What follows belongs to an exercise in optimizing a design on an open flow for small area, a short achievable clock period and few clock cycles per item; a production flow would make more cautious choices. Function was checked by simulation only, so behaviour that the tests miss may differ from the original.

--- flow/config.mk ---
export PLATFORM = sky130hd
export DESIGN_NAME = pyjamask96
export DESIGN_NICKNAME = pyjamask96
export VERILOG_FILES = /design/flow/design.v
export SDC_FILE = /design/flow/constraint.sdc
export NUM_CORES = 4
export LEC_CHECK = 0
export CAP_MARGIN = 20
export CORE_MARGIN = 2
export CORE_UTILIZATION = 40
export PLACE_DENSITY = 0.6
export SLEW_MARGIN = 20
--- flow/constraint.sdc ---
create_clock -name core_clock -period 8.0 [get_ports {clk}]
set_input_delay 1.6000 -clock core_clock [delete_from_list [all_inputs] [get_ports {clk}]]
set_output_delay 1.6000 -clock core_clock [all_outputs]
set_load 0.01 [all_outputs]
--- flow/design.v ---
`timescale 1ns/1ps
module pyjamask96(
    input clk,
    input reset_n,
    input load,
    input start,
    input [7:0] byte_in,
    input [7:0] byte_key_in,
    output reg valid,
    output reg [7:0] byte_out 
    );
    localparam [3:0]  
        IDLE =              4'd0,
        LOAD_STATES =       4'd1,
        PYJAMASK_RND =      4'd2,
        ADD_RND_KEY =       4'd3,
        SUB_BYTES =         4'd4,
        MIX_ROWS =          4'd5,
        FINAL_RND =         4'd6,
        OUT =               4'd7,
        DONE =              4'd8;
    reg [0:95] state;
    reg [0:127] key_state;
    reg [2:0] curr_state, next_state;
    reg load_key_and_state;
    reg load_key;
    reg add_rnd_key;
    reg sub_byte;
    reg mix_row;
    reg ks_mix_col;
    reg ks_mix_and_rot;
    reg ks_add_const;
    reg rst;  
    reg out;  
    reg [3:0] round_count;
    reg [4:0] byte_count;
    always @(posedge clk or negedge reset_n) begin
        if(!reset_n) curr_state <= IDLE;
        else curr_state <= next_state;       
    end
    always@(*) begin
        case(curr_state)
            IDLE: begin
                if(load) begin
                    load_key_and_state = 1;
                    load_key           = 0;
                    add_rnd_key        = 0;
                    sub_byte           = 0;
                    mix_row            = 0;
                    ks_mix_col         = 0;
                    ks_mix_and_rot     = 0;
                    ks_add_const       = 0;
                    rst                = 0;
                    out                = 0;  
                    next_state         = LOAD_STATES;
                end
                else begin
                    load_key_and_state = 0;
                    load_key           = 0;
                    add_rnd_key        = 0;
                    sub_byte           = 0;
                    mix_row            = 0;
                    ks_mix_col         = 0;
                    ks_mix_and_rot     = 0;
                    ks_add_const       = 0;
                    rst                = 0;
                    out                = 0;                
                    next_state         = IDLE;
                end
            end
            LOAD_STATES: begin
                if(start) begin
                    load_key_and_state = 0;
                    load_key           = 0;
                    add_rnd_key        = 0;
                    sub_byte           = 0;
                    mix_row            = 0;
                    ks_mix_col         = 0;
                    ks_mix_and_rot     = 0;
                    ks_add_const       = 0;
                    rst                = 0;
                    out                = 0; 
                    next_state         = PYJAMASK_RND;
                end
                else begin
                    load_key_and_state = (byte_count <= 5'hb) ? 1 : 0;
                    load_key           = (byte_count >= 5'hb & byte_count <= 5'hf) ? 1 : 0;
                    add_rnd_key        = 0;
                    sub_byte           = 0;
                    mix_row            = 0;
                    ks_mix_col         = 0;
                    ks_mix_and_rot     = 0;
                    ks_add_const       = 0;
                    rst                = 0;
                    out                = 0;                   
                    next_state         = LOAD_STATES;
                end
            end
            PYJAMASK_RND: begin
                if(round_count == 14) begin
                    load_key_and_state     = 0;
                    load_key               = 0;
                    add_rnd_key            = 1;
                    sub_byte               = 0;
                    mix_row                = 0;
                    ks_mix_col             = 0;
                    ks_mix_and_rot         = 0;
                    ks_add_const           = 0;
                    rst                    = 1;
                    out                    = 0;               
                    next_state             = FINAL_RND;
                end
                else begin
                    load_key_and_state     = 0;
                    load_key               = 0;
                    add_rnd_key            = 1;
                    sub_byte               = 0;
                    mix_row                = 0;
                    ks_mix_col             = 1;
                    ks_mix_and_rot         = 0;
                    ks_add_const           = 0;
                    rst                    = 0;
                    out                    = 0;               
                    next_state             = ADD_RND_KEY;
                end
            end
            ADD_RND_KEY: begin
                load_key_and_state     = 0;
                load_key               = 0;
                add_rnd_key            = 0;
                sub_byte               = 1;
                mix_row                = 0;
                ks_mix_col             = 0;
                ks_mix_and_rot         = 1;
                ks_add_const           = 0;
                rst                    = 0;
                out                    = 0;                 
                next_state             = SUB_BYTES;
            end
            SUB_BYTES: begin
                load_key_and_state     = 0;
                load_key               = 0;
                add_rnd_key            = 0;
                sub_byte               = 0;
                mix_row                = 1;
                ks_mix_col             = 0;
                ks_mix_and_rot         = 0;
                ks_add_const           = 1;
                rst                    = 0;
                out                    = 0;   
                next_state             = MIX_ROWS;
            end
            MIX_ROWS: begin
                load_key_and_state     = 0;
                load_key               = 0;
                add_rnd_key            = 0;
                sub_byte               = 0;
                mix_row                = 0;
                ks_mix_col             = 0;
                ks_mix_and_rot         = 0;
                ks_add_const           = 0;
                rst                    = 0;
                out                    = 0;                 
                next_state             = PYJAMASK_RND;
            end
            FINAL_RND: begin
                load_key_and_state     = 0;
                load_key               = 0;
                add_rnd_key            = 0;
                sub_byte               = 0;
                mix_row                = 0;
                ks_mix_col             = 0;
                ks_mix_and_rot         = 0;
                ks_add_const           = 0;
                rst                    = 0;
                out                    = 1;   
                next_state             = OUT;
            end
            OUT: begin
                if(byte_count == 4'd12) begin
                    load_key_and_state     = 0;
                    load_key               = 0;
                    add_rnd_key            = 0;
                    sub_byte               = 0;
                    mix_row                = 0;
                    ks_mix_col             = 0;
                    ks_mix_and_rot         = 0;
                    ks_add_const           = 0;
                    rst                    = 1;
                    out                    = 0; 
                    next_state             = DONE;
                end
                else begin
                    load_key_and_state     = 0;
                    load_key               = 0;
                    add_rnd_key            = 0;
                    sub_byte               = 0;
                    mix_row                = 0;
                    ks_mix_col             = 0;
                    ks_mix_and_rot         = 0;
                    ks_add_const           = 0;
                    rst                    = 0;
                    out                    = 1;     
                    next_state             = OUT;
                end
            end
            DONE: begin
                load_key_and_state     = 0;
                load_key               = 0;
                add_rnd_key            = 0;
                sub_byte               = 0;
                mix_row                = 0;
                ks_mix_col             = 0;
                ks_mix_and_rot         = 0;
                ks_add_const           = 0;
                rst                    = 0;
                out                    = 0; 
                next_state             = IDLE;
            end
        endcase
    end
    always@(posedge clk) begin
        if(!reset_n) begin
            state <= 96'b0;
            round_count <= 4'b0;
        end
        if(rst) begin
            round_count <= 4'b0;
        end
        if(add_rnd_key) begin
            state <= state ^ key_state[0:95];
        end
        else if(load_key_and_state) begin
            state <= (state << 8) | byte_in;
        end
        else if(sub_byte) begin
            state <= sub_bytes_96(state);
        end
        else if(mix_row) begin
            state[0:31] <= mat_mult(32'ha3861085, state[0:31]);
            state[32:63] <= mat_mult(32'h63417021, state[32:63]);
            state[64:95] <= mat_mult(32'h692cf280, state[64:95]);
            round_count <= round_count + 1;
        end
    end
    always@(posedge clk) begin
        if(!reset_n) begin
            byte_count <= 5'b0;
            valid <= 0;
        end
        if(rst) begin
            byte_count <= 5'b0;
            valid <= 0;
        end
        else if(load_key) begin
            byte_count <= byte_count + 1;
        end
        else if(load_key_and_state) begin
            byte_count <= byte_count + 1;
        end
        else if(out) begin
            valid <= 1;
            byte_out <= state >> (8*byte_count);
            byte_count <= byte_count + 1;
        end
    end
    function [0:95] sub_bytes_96 (input [0:95] state);
        reg [0:31] s0, s1, s2;
        begin
            s0 = state[0:31];
            s1 = state[32:63];
            s2 = state[64:95];
            s0 = s0 ^ s1;
            s1 = s1 ^ s2;
            s2 = s2 ^ (s0 & s1);
            s0 = s0 ^ (s1 & s2);
            s1 = s1 ^ (s0 & s2);
            s2 = s2 ^ s0;
            s0 = s0 ^ s1;
            s2 = ~s2;
            s0 = s0 ^ s1;
            s1 = s1 ^ s0;
            s0 = s0 ^ s1;
            sub_bytes_96 = {s0, s1, s2};
        end
    endfunction
    function [0:31] mat_mult (input [0:31] mat_col, input [0:31] vec);
        integer i;
        reg [0:31] mask, res, tmp_mat_col;
        begin
            mask = 32'b0;
            res = 32'b0;
            tmp_mat_col = mat_col;
            for(i=31; i>=0; i=i-1) begin
                mask = -((vec >> i) & 1);
                res = res ^ (mask & tmp_mat_col);
                tmp_mat_col = {tmp_mat_col[31], tmp_mat_col[0:30]};
            end
            mat_mult = res;
        end
    endfunction
    always@(posedge clk) begin
        if(!reset_n) begin
            key_state <= 128'b0;
        end
        else if(load_key_and_state) begin
            key_state <= (key_state << 8) | byte_key_in;
        end
        else if(load_key) begin
            key_state <= (key_state << 8) | byte_key_in;
        end
        else if(ks_mix_col) begin
            key_state <= ks_mix_columns(key_state);
        end
        else if(ks_mix_and_rot) begin
            key_state <= ks_mix_and_rotate_rows(key_state);
        end
        else if(ks_add_const) begin
            key_state <= ks_add_constant(key_state, round_count);
        end
    end
    function [0:127] ks_mix_columns (input [0:127] key_state);
        reg [0:127] temp;
        reg [0:31] k0, k1, k2, k3;
        begin
            k0 = key_state[0:31];
            k1 = key_state[32:63];
            k2 = key_state[64:95];
            k3 = key_state[96:127];
            temp = k0 ^ k1 ^ k2 ^ k3;
            k0 = k0 ^ temp;
            k1 = k1 ^ temp;
            k2 = k2 ^ temp;
            k3 = k3 ^ temp;
            ks_mix_columns = {k0, k1, k2, k3};
        end
    endfunction
    function [0:127] ks_mix_and_rotate_rows(input [0:127] key_state);
        reg [0:31] k0, k1, k2, k3;
        begin
            k0 = key_state[0:31];
            k1 = key_state[32:63];
            k2 = key_state[64:95];
            k3 = key_state[96:127];
            k0 = mat_mult(32'hb881b9ca, k0);
            k1 = (k1 >> 8) | (k1 << (32 - 8));
            k2 = (k2 >> 15) | (k2 << (32 - 15));
            k3 = (k3 >> 18) | (k3 << (32 - 18));
            ks_mix_and_rotate_rows = {k0 ,k1, k2, k3};
        end
    endfunction
    function [0:127] ks_add_constant( input [0:127] key_state, input[3:0] ctr);
        reg [0:31] k0, k1, k2, k3;
        begin
            k0 = key_state[0:31];
            k1 = key_state[32:63];
            k2 = key_state[64:95];
            k3 = key_state[96:127];
            k0 = k0 ^ 32'h00000080 ^ ctr;
            k1 = k1 ^ 32'h00006a00;
            k2 = k2 ^ 32'h003f0000;
            k3 = k3 ^ 32'h24000000;
            ks_add_constant = {k0, k1, k2, k3};
        end
    endfunction
endmodule
--- flow/run.sh ---
#!/bin/bash
# synth_recipe.tcl (not shown) runs the flow's synth.tcl, then flattens the netlist and writes it again
# the make line also repeats each setting of config.mk as NAME=value (left out here)
make -C /OpenROAD-flow-scripts/flow DESIGN_CONFIG=/design/flow/config.mk WORK_HOME=/design/flow/orfs CLKGATE_MAP_FILE= SYNTH_SCRIPT=/design/flow/synth_recipe.tcl finish
==> results.sh <==
export IMPL_status="no timing/DRC/antenna violations"
export IMPL_fp_dieH_um=257
export IMPL_grt_first_pass_wirelength_mm=151
export IMPL_endpoint_kind="flip-flop"
export IMPL_ys_ff_latch=245
export IMPL_path_max_fanout=53
export IMPL_multi_input_area_sq_mm=0.0180
export IMPL_clkLatencyLatePin_ns=0.57
export IMPL_core_area_sq_mm=0.0631
export IMPL_final_layout_size_suffix_gt1_share_pct=5.46
export IMPL_yosysWarnings=1
export IMPL_seqCellArea_sq_mm=0.00596
export IMPL_nets=2692
export IMPL_period_share_pct=59.9
export IMPL_first_global_vias=21134
export IMPL_cts_buffers=34
export IMPL_slowest_delay_ns=1.15
export IMPL_track_usage_pct=30.9
export IMPL_cts_hold_buf=0
export IMPL_dpl_instance_area_sq_mm=0.0257
export IMPL_period_needed_ns=4.79
export IMPL_cts_repair_resize_count=0
export IMPL_fill_cells=6329
export IMPL_area_growth_syn_to_layout_pct=4.97
export IMPL_h_tree_depth=2
export IMPL_dp_cells=3477
export IMPL_drc_errors=0
export IMPL_vias=22199
export IMPL_clockBufferDepth=3
export IMPL_start_util_pct=40.4
export IMPL_cts_tree="built"
export IMPL_io_pins=29
export IMPL_required_ns=8.23
export IMPL_crit_type="input pin to flip-flop"
export IMPL_ant_nets=0
export IMPL_hold_viol_final=0
export IMPL_fp_row_count=92
export IMPL_dieWidth_um=257
export IMPL_synth_top_cell_area_share_pct=24.0
export IMPL_synth_seq_area_share_pct=23.4
export IMPL_overflow=0
export IMPL_grt_max_degree=83
export IMPL_syn_num_nets=2945
export IMPL_ys_flop_type="dfxtp_1"
export IMPL_wl_per_cell_um=29.6
export IMPL_io_buffers=28
export IMPL_synth_edf_count=104
export IMPL_synth_cells=2920
export IMPL_ys_async_sr_fraction_pct=1.22
export IMPL_timing_fmax_ghz=0.209
export IMPL_worst_slew_pin_slew_ns=1.20
export IMPL_fin_setup_tns_ns=0
export IMPL_gp_congestion=1.02
export IMPL_ctsRootBufferMaster="clkbuf_16"
export IMPL_fin_area_sq_mm=0.0268
export IMPL_synth_largest_area_cell="xnor2_1"
export IMPL_wirelength_mm=105
export IMPL_drt_first_pass_iters=6
export IMPL_instances_no_fill=3538
export IMPL_avgSynthCellArea_sq_um=8.74
export IMPL_cts_setup_buffers=0
export IMPL_yosysMostFrequentCell="xnor2_1"
export IMPL_ys_top_cells_by_count="xnor2_1, xor2_1, clkbuf_1"
export IMPL_startpoint_type="input pin"
export IMPL_relSlewSlack_pct=19.9
export IMPL_rsz0062_at_grt="no"
export IMPL_fin_worst_skew_ns=0.0218
export IMPL_ys_types=68
export IMPL_path_cells="clkdlybuf4s50_1 -> buf_4 -> clkinv_2 -> or4_4 -> buf_4"
export IMPL_reg2reg_setup_slack_ns=4.09
export IMPL_hpwl_mm=72.8
export IMPL_first_iter_violations=3188
export IMPL_cts_sinks=245
export IMPL_path_clk_slew_ns=0.06
export IMPL_drv_cap=0
export IMPL_vias_per_cell=6.27
export IMPL_critical_path_slowest_cell="or4_4"
export IMPL_utilization_pct=42.5
export IMPL_hp_class="flip-flop to flip-flop"
export IMPL_report_final_slew_viol_count=0
export IMPL_syn_area_sq_mm=0.0255
export IMPL_synth_area_leaders="xnor2_1, xor2_1, edfxtp_1"
export IMPL_finalSetupViolCount=0
export IMPL_worstPathArrival_ns=5.02
export IMPL_crit_top_cell="buf_4"
export IMPL_die_area_sq_mm=0.0658
export IMPL_antenna_found_initial=1
[worst max-delay path: cells and delay by family]
family	cells	cell delay (ns)
and+or+nand+nor	1	1.15
buffers and inverters	4	2.16
[final timing paths]
path	from	end	cells after the start
max	reset_n	state[0]	5
min	valid	valid	1
max reg2reg	curr_state[0]	state[0]	4
min reg2reg	valid	valid	1
max in group asynchronous	reset_n	curr_state[0]	2
min in group asynchronous	reset_n	curr_state[2]	2
[cell type report]
cell class	count	area share (%)
diodes	1	0.00934
inverters	13	0.187
clock buffers	45	3.49
flip-flops and latches	245	22.3
multi-input cells	2303	67.3
well taps	846	3.95
repair buffers	70	2.22
clock inverters	15	0.598
[registers in the layout (all words and copies together), names as in the netlist]
name / cells
byte_out: 8
state: 96
key_state: 128
byte_count: 5
round_count: 4
curr_state: 3
valid: 1
[routing by layer]
| metal | global-route usage (%) | routed length [um] | up-vias |
|---|---|---|---|
| met4 | 15.3 | 5860 | 0 |
| met3 | 6.25 | 11400 | 272 |
| met5 | 0 | 0 | - |
| li1 | - | - | 9476 |
| met2 | 45.5 | 44700 | 1517 |
| met1 | 42.8 | 42800 | 10934 |
[kinds of logic after synthesis]
kind of cell,synth area share [%]
flops,23.4
compound gates,17.4
xor+xnor,41.7
fa+ha+maj,0.245
simple gates,8.43
mux,2.51
buf+inv,6.34
[cells in the final DEF (no fill, tap or decap), drive strengths merged, types with 39 or more instances in the layout]
cell	Yosys	layout
a22oi	42	42
o21ai	108	108
xnor3	44	44
xnor2	703	703
a21oi	140	140
dfxtp	138	138
clkbuf	221	45
a2bb2oi	39	39
o221ai	43	43
a211oi	103	103
edfxtp	104	104
buf	138	42
xor2	369	369
nand2	159	159
nor2	208	208
[through the flow]
stage,setup WS (ns),hold slack (ns)
6_report,3.21,0.466
3_5_place_dp,2.77,0.464
3_3_place_gp,2.80,0.460
4_1_cts,3.35,0.476
2_1_floorplan,2.95,0.465
5_1_grt,3.20,0.497
Testbench counts, summed over its fixed seeds: cycles 16,704, blocks 192.

[separate check: timing with driven ports]
No port has a modelled driver above. Below, the same layout with a new extraction and two added sets of constraints.
Step 1, drivers: a clkbuf_16 drives clk and a buf_2 each remaining input, both assumed.
Step 2, shift: input delay + t, output delay - t, t = (earliest + latest rising clock arrival at the registers) / 2. This alone moves slack from input paths to output paths.
Three values: ideal ports, drivers, drivers and shift; two values: the first two.
shift t [ns]: 0.614
setup WS [ns]: 3.212 / 3.247 / 2.633
worst register clock-pin slew, ns: 0.07 / 0.07
After both steps setup and hold are still met in this run. The setup slack of this run moves by +0.035 ns with the drivers and by -0.579 ns with both steps.
